Context: an optimization exercise on an open-source flow, tuned for small area and a short achievable clock period. The choices shown serve that exercise and are no tape-out recipe. Function was checked by simulation only, so behaviour that the tests miss may differ from the original. The clock cells of this run come from the design's own scripts or RTL, not from TritonCTS. The clock input has no modelled driver; a real chip could not lean on it and would need a root buffer or a full tree. Power and IR drop assume default switching activity.

`flow/design.v`:
```
module rf_nand2 (input logic a, b, output logic y);
    assign y = ~(a & b);
endmodule
module rf_nand3 (input logic a, b, c, output logic y);
    assign y = ~(a & b & c);
endmodule
module rf_and3 (input logic a, b, c, output logic y);
    assign y = a & b & c;
endmodule
module rf_and4 (input logic a, b, c, d, output logic y);
    assign y = a & b & c & d;
endmodule
module rf_o21ai (input logic a1, a2, b1, output logic y);
    assign y = ~((a1 | a2) & b1);
endmodule
module rf_a222oi (input logic a1, a2, b1, b2, c1, c2, output logic y);
    assign y = ~((a1 & a2) | (b1 & b2) | (c1 & c2));
endmodule
module rf_rdbit (input logic [31 : 1] q, s, output logic y);
    logic [10 : 0] p;
    logic [2 : 0]  t;
    genvar g;
    generate
        for (g = 0; g < 10; g++) begin : grp
            rf_a222oi u (.a1(q[3*g+1]), .a2(s[3*g+1]), .b1(q[3*g+2]), .b2(s[3*g+2]),
                         .c1(q[3*g+3]), .c2(s[3*g+3]), .y(p[g]));
        end
    endgenerate
    rf_nand2 u31 (.a(q[31]), .b(s[31]), .y(p[10]));
    rf_and4  ua0 (.a(p[0]), .b(p[1]), .c(p[2]),  .d(p[3]), .y(t[0]));
    rf_and4  ua1 (.a(p[4]), .b(p[5]), .c(p[6]),  .d(p[7]), .y(t[1]));
    rf_and3  ua2 (.a(p[8]), .b(p[9]), .c(p[10]), .y(t[2]));
    rf_nand3 uo  (.a(t[0]), .b(t[1]), .c(t[2]), .y(y));
endmodule
module module_regfile (
    input logic            clk_i,  
    input logic            rst_i,  
    input logic            we3_i,  
    input logic   [4 : 0]  a1_i,   
    input logic   [4 : 0]  a2_i,   
    input logic   [4 : 0]  a3_i,   
    input logic   [31 : 0] wd3_i,  
    output logic  [31 : 0] rd1_o,  
    output logic  [31 : 0] rd2_o   
);
    logic [31 : 0] rf_r [1 : 31];
    logic [31 : 0] rf_d [1 : 31];
    logic [31 : 1] hold;
    logic [31 : 0] wdn;
    assign wdn = ~(wd3_i & {32{rst_i}});
    always_comb begin
        for (int i = 1; i < 32; i++)
            hold[i] = rst_i && !(we3_i && (a3_i == i[4:0]));
    end
    logic [31 : 1] s1, s2;
    always_comb begin
        for (int i = 1; i < 32; i++) begin
            s1[i] = (a1_i == i[4:0]);
            s2[i] = (a2_i == i[4:0]);
        end
    end
    genvar r, b;
    generate
        for (r = 1; r < 32; r++) begin : row
            for (b = 0; b < 32; b++) begin : col
                logic n;
                rf_nand2  un (.a(rf_r[r][b]), .b(hold[r]), .y(n));
                rf_o21ai  uo (.a1(wdn[b]), .a2(hold[r]), .b1(n), .y(rf_d[r][b]));
            end
        end
        for (b = 0; b < 32; b++) begin : rdcol
            logic [31 : 1] q;
            for (r = 1; r < 32; r++) begin : rq
                assign q[r] = rf_r[r][b];
            end
            rf_rdbit u1 (.q(q), .s(s1), .y(rd1_o[b]));
            rf_rdbit u2 (.q(q), .s(s2), .y(rd2_o[b]));
        end
    endgenerate
    always_ff @ (negedge clk_i) begin
        for (int i = 1; i < 32; i++)
            rf_r[i] <= rf_d[i];
    end
endmodule
```
`flow/flow/run.sh`:
```
#!/bin/bash
# The standard layout (standard.sh, all steps), with these changes:
# - clock tree: clock_tree.tcl builds it in place of TritonCTS (it is
#   sourced as the PRE_CTS hook and replaces clock_tree_synthesis). The clock
#   port drives 4 inv_16 roots, each root 16 clkbuf_8 leaves, each leaf a
#   cluster of about 15 nearby negative-edge registers. The clock inverter
#   that synthesis makes is not cloned next to every register.
# - right after the clock tree (see clock_tree.tcl): repair_timing downsizes
#   cells on paths with at least 1.75 ns of slack; then it works on the
#   paths from the inputs to the registers as if the inputs arrived 2 ns
#   later, and the constraint's input delay is put back; then it swaps
#   commutative pins on paths with less than 3 ns of slack.
# - global route (grt_hook.tcl, the PRE_GLOBAL_ROUTE hook): after the
#   standard repair_timing on global-route parasitics, the same input-path
#   repair (2 ns) and pin swaps (3 ns) again.
# - ports are buffered with buf_2 cells.
# The make output goes to standard.log; ORFS writes each step's log under
# orfs/logs.
set -euo pipefail
W=$PWD
bash standard.sh PRE_CTS_TCL=$W/flow/clock_tree.tcl \
  CTREE_LEAVES=64 CTREE_LEAF=sky130_fd_sc_hd__clkbuf_8 CTREE_ROOT=sky130_fd_sc_hd__inv_16 CTREE_ROOTS=4 \
  CTREE_RECOVER=1.75 CTREE_INPUT_MARGIN=2.0 CTREE_SWAP_MARGIN=3 \
  PRE_GLOBAL_ROUTE_TCL=$W/flow/grt_hook.tcl GRT_INPUT_MARGIN=2.0 GRT_SWAP_MARGIN=3 \
  "BUFFER_PORTS_ARGS=-buffer_cell sky130_fd_sc_hd__buf_2" \
  finish > $W/standard.log 2>&1
```
`flow/flow/clock_tree.tcl`:
```
# Clock tree for the negative-edge registers, built here in place of
# TritonCTS (see run.sh). The clock port drives a few root cells; each root
# drives a set of leaf cells; each leaf drives a cluster of nearby registers
# of about the same size (recursive bisection of the placed registers), so
# that every register has the same path from the clock port and a similar
# load. The one clock inverter that synthesis makes is replaced by the tree
# (one of root and leaf cells inverts).
#
# After the tree, three optional repair_timing passes (see the CTREE_*
# variables in run.sh): downsizing of cells whose paths keep at least
# CTREE_RECOVER ns of slack; upsizing on the paths from the inputs to the
# registers (ctree_repair_inputs); and pin swaps alone on every path with
# less than CTREE_SWAP_MARGIN ns of slack.

proc repair_clock_inverters {args} {
  puts "clock tree: repair_clock_inverters skipped"
}

proc ctree_env {name default} {
  if {[info exists ::env($name)] && $::env($name) ne ""} { return $::env($name) }
  return $default
}

proc ctree_inverts {master} {
  return [string match "*inv*" [$master getName]]
}

proc ctree_out {inst} {
  foreach it [$inst getITerms] {
    if {[$it getIoType] eq "OUTPUT"} { return $it }
  }
}

proc ctree_in {inst} {
  foreach it [$inst getITerms] {
    if {[$it getIoType] eq "INPUT" && [$it isInputSignal]} { return $it }
  }
}

# split items {obj x y} into k groups of about equal count and compact shape:
# cut across the longer side of their bounding box, recursively
proc ctree_bisect {items k} {
  if {$k <= 1} { return [list $items] }
  set xs [lsort -integer [lmap s $items {lindex $s 1}]]
  set ys [lsort -integer [lmap s $items {lindex $s 2}]]
  set idx [expr {([lindex $xs end] - [lindex $xs 0]) >= ([lindex $ys end] - [lindex $ys 0]) ? 1 : 2}]
  set items [lsort -integer -index $idx $items]
  set k1 [expr {$k / 2}]
  set m [expr {[llength $items] * $k1 / $k}]
  return [concat [ctree_bisect [lrange $items 0 [expr {$m - 1}]] $k1] \
                 [ctree_bisect [lrange $items $m end] [expr {$k - $k1}]]]
}

proc ctree_center {items} {
  set sx 0; set sy 0
  foreach s $items { incr sx [lindex $s 1]; incr sy [lindex $s 2] }
  set n [llength $items]
  return [list [expr {$sx / $n}] [expr {$sy / $n}]]
}

proc ctree_place {inst xy} {
  $inst setLocation [lindex $xy 0] [lindex $xy 1]
  $inst setPlacementStatus PLACED
}

proc clock_tree_synthesis {args} {
  set db [ord::get_db]
  set block [ord::get_db_block]
  set nleaves [ctree_env CTREE_LEAVES 48]
  set nroots [ctree_env CTREE_ROOTS 4]
  set leafm [$db findMaster [ctree_env CTREE_LEAF sky130_fd_sc_hd__inv_8]]
  set rootm [$db findMaster [ctree_env CTREE_ROOT sky130_fd_sc_hd__clkbuf_16]]

  # the synthesized clock inverter between clk_i and the registers
  set cnet [$block findNet clk_i]
  set loads {}
  foreach it [$cnet getITerms] { lappend loads $it }
  if {[llength $loads] != 1} { error "clock tree: clk_i drives [llength $loads] pins, expected 1" }
  set inv [[lindex $loads 0] getInst]
  if {![ctree_inverts [$inv getMaster]]} { error "clock tree: [$inv getName] is not an inverter" }
  set onet [[ctree_out $inv] getNet]
  set sinks {}
  foreach it [$onet getITerms] {
    if {[$it getIoType] ne "INPUT"} { continue }
    set bb [[$it getInst] getBBox]
    lappend sinks [list $it [expr {([$bb xMin] + [$bb xMax]) / 2}] [expr {([$bb yMin] + [$bb yMax]) / 2}]]
  }
  if {[ctree_inverts $leafm] == [ctree_inverts $rootm]} {
    error "clock tree: exactly one of root and leaf must invert"
  }
  puts "clock tree: [llength $sinks] sinks, $nleaves leaves ([$leafm getName]), $nroots roots ([$rootm getName])"
  foreach it [$inv getITerms] { $it disconnect }
  odb::dbInst_destroy $inv
  odb::dbNet_destroy $onet

  # leaves
  set leaves {}
  set k 0
  foreach grp [ctree_bisect $sinks $nleaves] {
    if {1} {
      if {[llength $grp] == 0} { continue }
      set b [odb::dbInst_create $block $leafm "ctree_leaf_$k"]
      set n [odb::dbNet_create $block "ctree_leaf_net_$k"]
      $n setSigType CLOCK
      [ctree_out $b] connect $n
      foreach s $grp {
        set it [lindex $s 0]
        $it disconnect
        $it connect $n
      }
      set xy [ctree_center $grp]
      ctree_place $b $xy
      lappend leaves [list $b {*}$xy]
      incr k
    }
  }
  # roots: the leaves split the same way into nroots groups
  set groups [ctree_bisect $leaves $nroots]
  set r 0
  foreach grp $groups {
    set b [odb::dbInst_create $block $rootm "ctree_root_$r"]
    set n [odb::dbNet_create $block "ctree_root_net_$r"]
    $n setSigType CLOCK
    [ctree_in $b] connect $cnet
    [ctree_out $b] connect $n
    foreach l $grp { [ctree_in [lindex $l 0]] connect $n }
    ctree_place $b [ctree_center $grp]
    incr r
  }
  $cnet setSigType CLOCK
  puts "clock tree: inserted $k leaves and $r roots"
  global_connect
  set_propagated_clock [all_clocks]
  estimate_parasitics -placement
  report_clock_latency
  set rp [ctree_env CTREE_RECOVER 0]
  if {$rp > 0} {
    report_design_area
    repair_timing -recover_power 100 -slack_margin $rp -verbose
    report_design_area
    report_worst_slack -max
  }
  ctree_repair_inputs [ctree_env CTREE_INPUT_MARGIN 0]
  set sm [ctree_env CTREE_SWAP_MARGIN 0]
  if {$sm > 0} {
    report_worst_slack -max
    repair_timing -setup -setup_margin $sm -sequence swap -skip_last_gasp
    report_worst_slack -max
  }
}

# The paths from the input ports to the registers (the reset and write
# controls fan out to every register) have plenty of slack for repair_timing
# to leave them alone, but not much more than the paths from the registers
# to the outputs. Let repair_timing work on them alone, as if the inputs
# arrived margin ns later than the constraint says, then put the
# constraint's input delay back.
proc ctree_repair_inputs {margin} {
  if {$margin <= 0} { return }
  set clk [lindex [all_clocks] 0]
  set delay [expr {0.2 * [get_property $clk period]}]
  set ins [delete_from_list [all_inputs] [get_ports clk_i]]
  set_input_delay [expr {$delay + $margin}] -clock $clk $ins
  puts "clock tree: repair_timing with input delay [expr {$delay + $margin}]"
  report_worst_slack -max
  repair_timing -setup -setup_margin 0 -skip_last_gasp
  report_worst_slack -max
  set_input_delay $delay -clock $clk $ins
}
```
`flow/flow/grt_hook.tcl`:
```
# PRE_GLOBAL_ROUTE hook: after the standard repair_timing on global-route
# parasitics, upsize on the paths from the inputs to the registers as if
# the inputs arrived GRT_INPUT_MARGIN ns later (the constraint's input delay
# is put back after), then swap commutative pins on the paths with less than
# GRT_SWAP_MARGIN ns of slack. The standard flow then legalizes and updates
# the global routes as it does after its own repair_timing.
rename repair_timing_helper grt_hook_repair_timing_helper
proc repair_timing_helper {args} {
  grt_hook_repair_timing_helper {*}$args
  set margin 0
  if {[info exists ::env(GRT_INPUT_MARGIN)]} { set margin $::env(GRT_INPUT_MARGIN) }
  if {$margin > 0} {
    set clk [lindex [all_clocks] 0]
    set delay [expr {0.2 * [get_property $clk period]}]
    set ins [delete_from_list [all_inputs] [get_ports clk_i]]
    set_input_delay [expr {$delay + $margin}] -clock $clk $ins
    puts "grt hook: repair_timing with input delay [expr {$delay + $margin}]"
    report_worst_slack -max
    repair_timing -setup -setup_margin 0 -skip_last_gasp
    report_worst_slack -max
    set_input_delay $delay -clock $clk $ins
  }
  set sm 0
  if {[info exists ::env(GRT_SWAP_MARGIN)]} { set sm $::env(GRT_SWAP_MARGIN) }
  if {$sm > 0} {
    repair_timing -setup -setup_margin $sm -sequence swap -skip_last_gasp
  }
  report_worst_slack -max
  report_design_area
}
```
`flow/standard.sh`:
```
#!/bin/bash
# synth_recipe.tcl (not shown) runs the flow's synth.tcl, then flattens the netlist and writes it again
# the make line also repeats each setting of config.mk as NAME=value (left out here)
make -C /OpenROAD-flow-scripts/flow DESIGN_CONFIG=/design/flow/config.mk WORK_HOME=/design/flow/orfs CLKGATE_MAP_FILE= SYNTH_SCRIPT=/design/flow/synth_recipe.tcl "${@:-finish}"
```
`flow/config.mk`:
```
export PLATFORM = sky130hd
export DESIGN_NAME = module_regfile
export DESIGN_NICKNAME = module_regfile
export VERILOG_FILES = /design/flow/design.v
export SDC_FILE = /design/flow/constraint.sdc
export NUM_CORES = 4
export LEC_CHECK = 0
export CAP_MARGIN = 20
export CORE_MARGIN = 2
export CORE_UTILIZATION = 55
export SLEW_MARGIN = 20
export SYNTH_HIERARCHICAL = 1
export SYNTH_MINIMUM_KEEP_SIZE = 0
```
`flow/constraint.sdc`:
```
create_clock -name core_clock -period 12.0 [get_ports {clk_i}]
set_input_delay 2.4000 -clock core_clock [delete_from_list [all_inputs] [get_ports {clk_i}]]
set_output_delay 2.4000 -clock core_clock [all_outputs]
set_load 0.01 [all_outputs]
```
==> summary.txt <==
-- power groups by stage --
stage / sequential, uW / combinational [uW] / clock, uW
after floorplan: 3800 / 416 / 498
after global placement: 3850 / 707 / 498
after detailed placement: 3850 / 722 / 498
after CTS: 3780 / 670 / 1530
after global routing: 3820 / 746 / 1650
final: 3790 / 707 / 1540
-- logic make-up (layout without fill, tap and decap cells) --
logic type             after synthesis  count (layout)  synth area share (%)
other                                0               3                     0
flip-flops                         992             992                  52.2
AO/OA/AOI/OAI                     1663            1663                  30.5
buffers and inverters               16             323                 0.181
AND/OR/NAND/NOR                   1447            1447                  17.0
-- final cells by class --
type / instances / share of cell area (%)
flip-flops and latches: 992 / 47.0
multi-input cells: 3110 / 44.1
repair buffers: 255 / 3.99
well taps: 882 / 2.61
inverters: 4 / 0.190
diodes: 3 / 0.0178
plain buffers: 64 / 2.09
-- Yosys cell counts (all sizes together) --
master,n,area (sq um)
inv,1,3.75
o21ai,992,4960
nand2b,10,62.6
nand4b,3,26.3
a222oi,640,6410
o31a,4,35.0
buf,7,35.0
or3,4,25.0
and3,64,400
clkbuf,8,30.0
nor3,20,110
nor4b,1,8.76
nand3,66,330
dfxtp,992,19900
and4,128,1120
nand4,1,6.26
a21boi,15,113
and4bb,3,37.5
nor2b,2,12.5
nand3b,4,30.0
nand2,1093,4100
or3b,4,35.0
nor2,43,161
and2,1,6.26
o21a,12,90.1
-- per-module statistics from Yosys, one instance, submodules excluded, excerpt --
module          cells inside  flip-flops and latches  copies in the design  area (sq um)
module_regfile          1174                     992                     1         20800
rf_a222oi                  1                       0                   640          10.0
rf_and3                    1                       0                    64          6.26
rf_and4                    1                       0                   128          8.76
rf_nand3                   1                       0                    64          5.00
rf_o21ai                   1                       0                   992          5.00
-- critical path, cell delays in order, from the launching register on --
cell and delay [ns]:
sky130_fd_sc_hd__dfxtp_1 0.34, sky130_fd_sc_hd__a222oi_1 0.55, sky130_fd_sc_hd__and4_1 0.38, sky130_fd_sc_hd__nand3_1 0.20, sky130_fd_sc_hd__clkbuf_1 0.19
-- layout by cell type, fill, tap and decap left out, types with 2 or more instances in the layout --
master	synthesis	routed
sky130_fd_sc_hd__a21boi_0	15	11
sky130_fd_sc_hd__a21boi_4	0	4
sky130_fd_sc_hd__a222oi_1	640	640
sky130_fd_sc_hd__and3_1	64	64
sky130_fd_sc_hd__and4_1	128	128
sky130_fd_sc_hd__and4bb_2	3	3
sky130_fd_sc_hd__buf_12	0	8
sky130_fd_sc_hd__buf_16	0	2
sky130_fd_sc_hd__buf_2	7	49
sky130_fd_sc_hd__buf_4	0	116
sky130_fd_sc_hd__clkbuf_1	8	65
sky130_fd_sc_hd__clkbuf_2	0	2
sky130_fd_sc_hd__clkbuf_4	0	12
sky130_fd_sc_hd__clkbuf_8	0	64
sky130_fd_sc_hd__dfxtp_1	992	992
sky130_fd_sc_hd__diode_2	0	3
sky130_fd_sc_hd__inv_16	0	4
sky130_fd_sc_hd__nand2_1	1093	1085
sky130_fd_sc_hd__nand2_2	0	8
sky130_fd_sc_hd__nand2b_1	10	10
sky130_fd_sc_hd__nand3_1	66	66
sky130_fd_sc_hd__nand3b_1	4	4
sky130_fd_sc_hd__nand4b_1	3	3
sky130_fd_sc_hd__nor2_4	0	42
sky130_fd_sc_hd__nor2b_1	2	2
sky130_fd_sc_hd__nor3_2	2	18
sky130_fd_sc_hd__nor3_4	0	2
sky130_fd_sc_hd__o21a_1	12	2
sky130_fd_sc_hd__o21a_2	0	6
sky130_fd_sc_hd__o21a_4	0	4
sky130_fd_sc_hd__o21ai_0	0	890
sky130_fd_sc_hd__o21ai_1	992	102
sky130_fd_sc_hd__o31a_2	0	4
sky130_fd_sc_hd__or3_1	4	4
sky130_fd_sc_hd__or3b_1	4	4
-- worst min-delay path by stage --
stage                        end  cells after the start
floorplan            rf_r[11][0]                      2
global placement     rf_r[5][31]                      2
detailed placement  rf_r[31][16]                      2
CTS                  rf_r[23][6]                      2
global route        rf_r[28][28]                      2
finish               rf_r[21][8]                      2
-- per-layer routing --
layer	track usage [%]	vias to the layer above	part of all wire, %
met2	67.0	3022	42
met4	28.6	0	7.5
met3	12.7	695	14
met1	57.1	18292	37
met5	0.832	-	0
li1	-	17085	-
-- metrics by stage --
step / area [sq um] / util, % / power (uW)
after global placement: 41300 / 60.4 / 5050
after CTS: 42000 / 61.4 / 5980
after global routing: 42200 / 61.7 / 6220
after detailed placement: 41300 / 60.4 / 5080
final: 42200 / 61.7 / 6040
after floorplan: 38000 / - / 4720
-- what timing repair did --
action	CTS	global route
cloned	0	0
pin swaps	1150	417
endpoints found under the hold margin	0	0
resized for setup	29	19
endpoints found under the setup margin	992	311
setup buffers	0	5
==> metrics list <==
* Outcome: timing/DRC/antenna clean
* Clock latency on the worst-skew pair: approximately 0.34 ns
- Number of flip-flops under the largest register name: 992
* First-pass GRT wire length: around 240,000 um
- The worst setup path is captured at an output port.
- Synthesis produced a netlist whose cell count is approximately 4,100.
* Die width: about 270 um
- Area enclosed by the die boundary: 0.0712 sq mm
- Reg2reg path depth: 2
- Internal power: between 4000 and 5000 uW
- Violation count after the first detailed-route iteration: between 9,000 and 10,000
* Height of the die: 267 um
- Routed via count: 39,094
- Critical Path Source: rf_r[13][30]
- For the worst setup path, the data required time is approximately 9.6 ns.
- At the placement stage, the worst setup path has a slack of about 1.4 ns.
- Register bank with the most flops: rf_r
- In the global route stage, overall resource usage came out at 44.9%.
* Sum of net half-perimeters after detailed placement: slightly above 100,000 um
- Data arrival time at the worst-slack endpoint: 8.01 ns
- For this design the static power due to leakage is between 0.01 and 0.015 uW.
* Maximum capacitance violations: 0
* RSZ-0062 raised after global routing: yes
- The worst hold path belongs to the class reg -> reg.
- The worst register-to-register path begins at rf_r[12][30].
* Layout Area Growth over Synthesis: 11.1%
* Post-Synthesis Cell Area: between 0.03 and 0.04 sq mm
- For this run, design rule violations remaining after detail routing come to 0.
- Cells with a size suffix above 1 make up 7.89% of the layout.
- The worst setup path is launched from a flip-flop.
* Number of iterations in the first detailed-routing pass: 12
- Once the floorplan was initialized, standard cells occupied a little under three fifths of the core.
* Slew of the pin with the lowest slew margin: 1.25 ns
- Global route overflow: 0
* Register clock-pin slew on the reported worst setup and hold paths: approximately 0.10 ns
* Post-synthesis cell type count: 26
- Count of placed standard cells including taps: about 5,200
- Sequential-to-total area share from yosys stat: between 50% and 60%
- VDD sags by at most between 0.1 and 0.15 mV.
- Number of antenna violations at the first check in global routing: 2
- After detailed routing, the total wire length is 168,000 um.
* Part of the power in registers: between 60 and 70%
- Relative max-transition margin: 16.2%
- Warning count from the yosys run: 10
- The total count of hold-check failures in the final report was 0.
- Clock network power share: between 20 and 30%
- The worst setup path is of the reg -> out kind.
- Power spread over the standard cell area amounts to between 100 and 150 mW/mm^2.
* Setup slack, reg-to-reg: 11.28 ns
- Once routing completed, OpenROAD measured the worst setup slack at 1.59 ns.
- Syn_nets: 4,168
* Final setup fails: 0
- Worst Hold Launch: rf_r[21][8]
* Setup clock skew after layout: 0 ns
- After the last flow step, the layout net total stands at between 4,000 and 5,000.
- Layout fillers: around 6,300
* Flop and latch count out of synthesis: approximately 990
- Entering global routing, the biggest net connects between 60 and 70 pins.
* Combined area of the multi-input logic cells: approximately 0.019 sq mm
* Final slew viol count: 0
- Averaged over all synthesized cells, the footprint is roughly 9 sq um.
* Worst hold slack across all endpoints: roughly 0.47 ns
- Core area: between 0.06 and 0.07 sq mm
* Routed wire length per instance: 31.6 um
* Largest registers ranked by flip-flop count: rf_r x992
- Worst reg2reg path endpoint: rf_r[12][30]
- Via count of the first global-routing pass: 34,976
- Hold-fix buffer count after cts: 0
- In the routed layout, each cell is associated on average with a via count of ~7.4.
* Share of power burned in combinational logic: 11.7%
* Cell Count, Final, Fillers Out: around 5,300
- In this run the remaining antenna-violating nets after routing total 0.
* FP Rows: 96
* Net switching power figure: ~1800 uW
- Accumulated negative setup slack: 0 ns
- GP Congestion: between 0.9 and 1
- The critical path ends at rd1_o[30].
* Num ports: 114
* Area used by sequential logic in the layout: about 0.02 sq mm
- Largest fanout on the critical path: 3
* Sw Ratio: roughly 29%
* Port buffer count: roughly 110
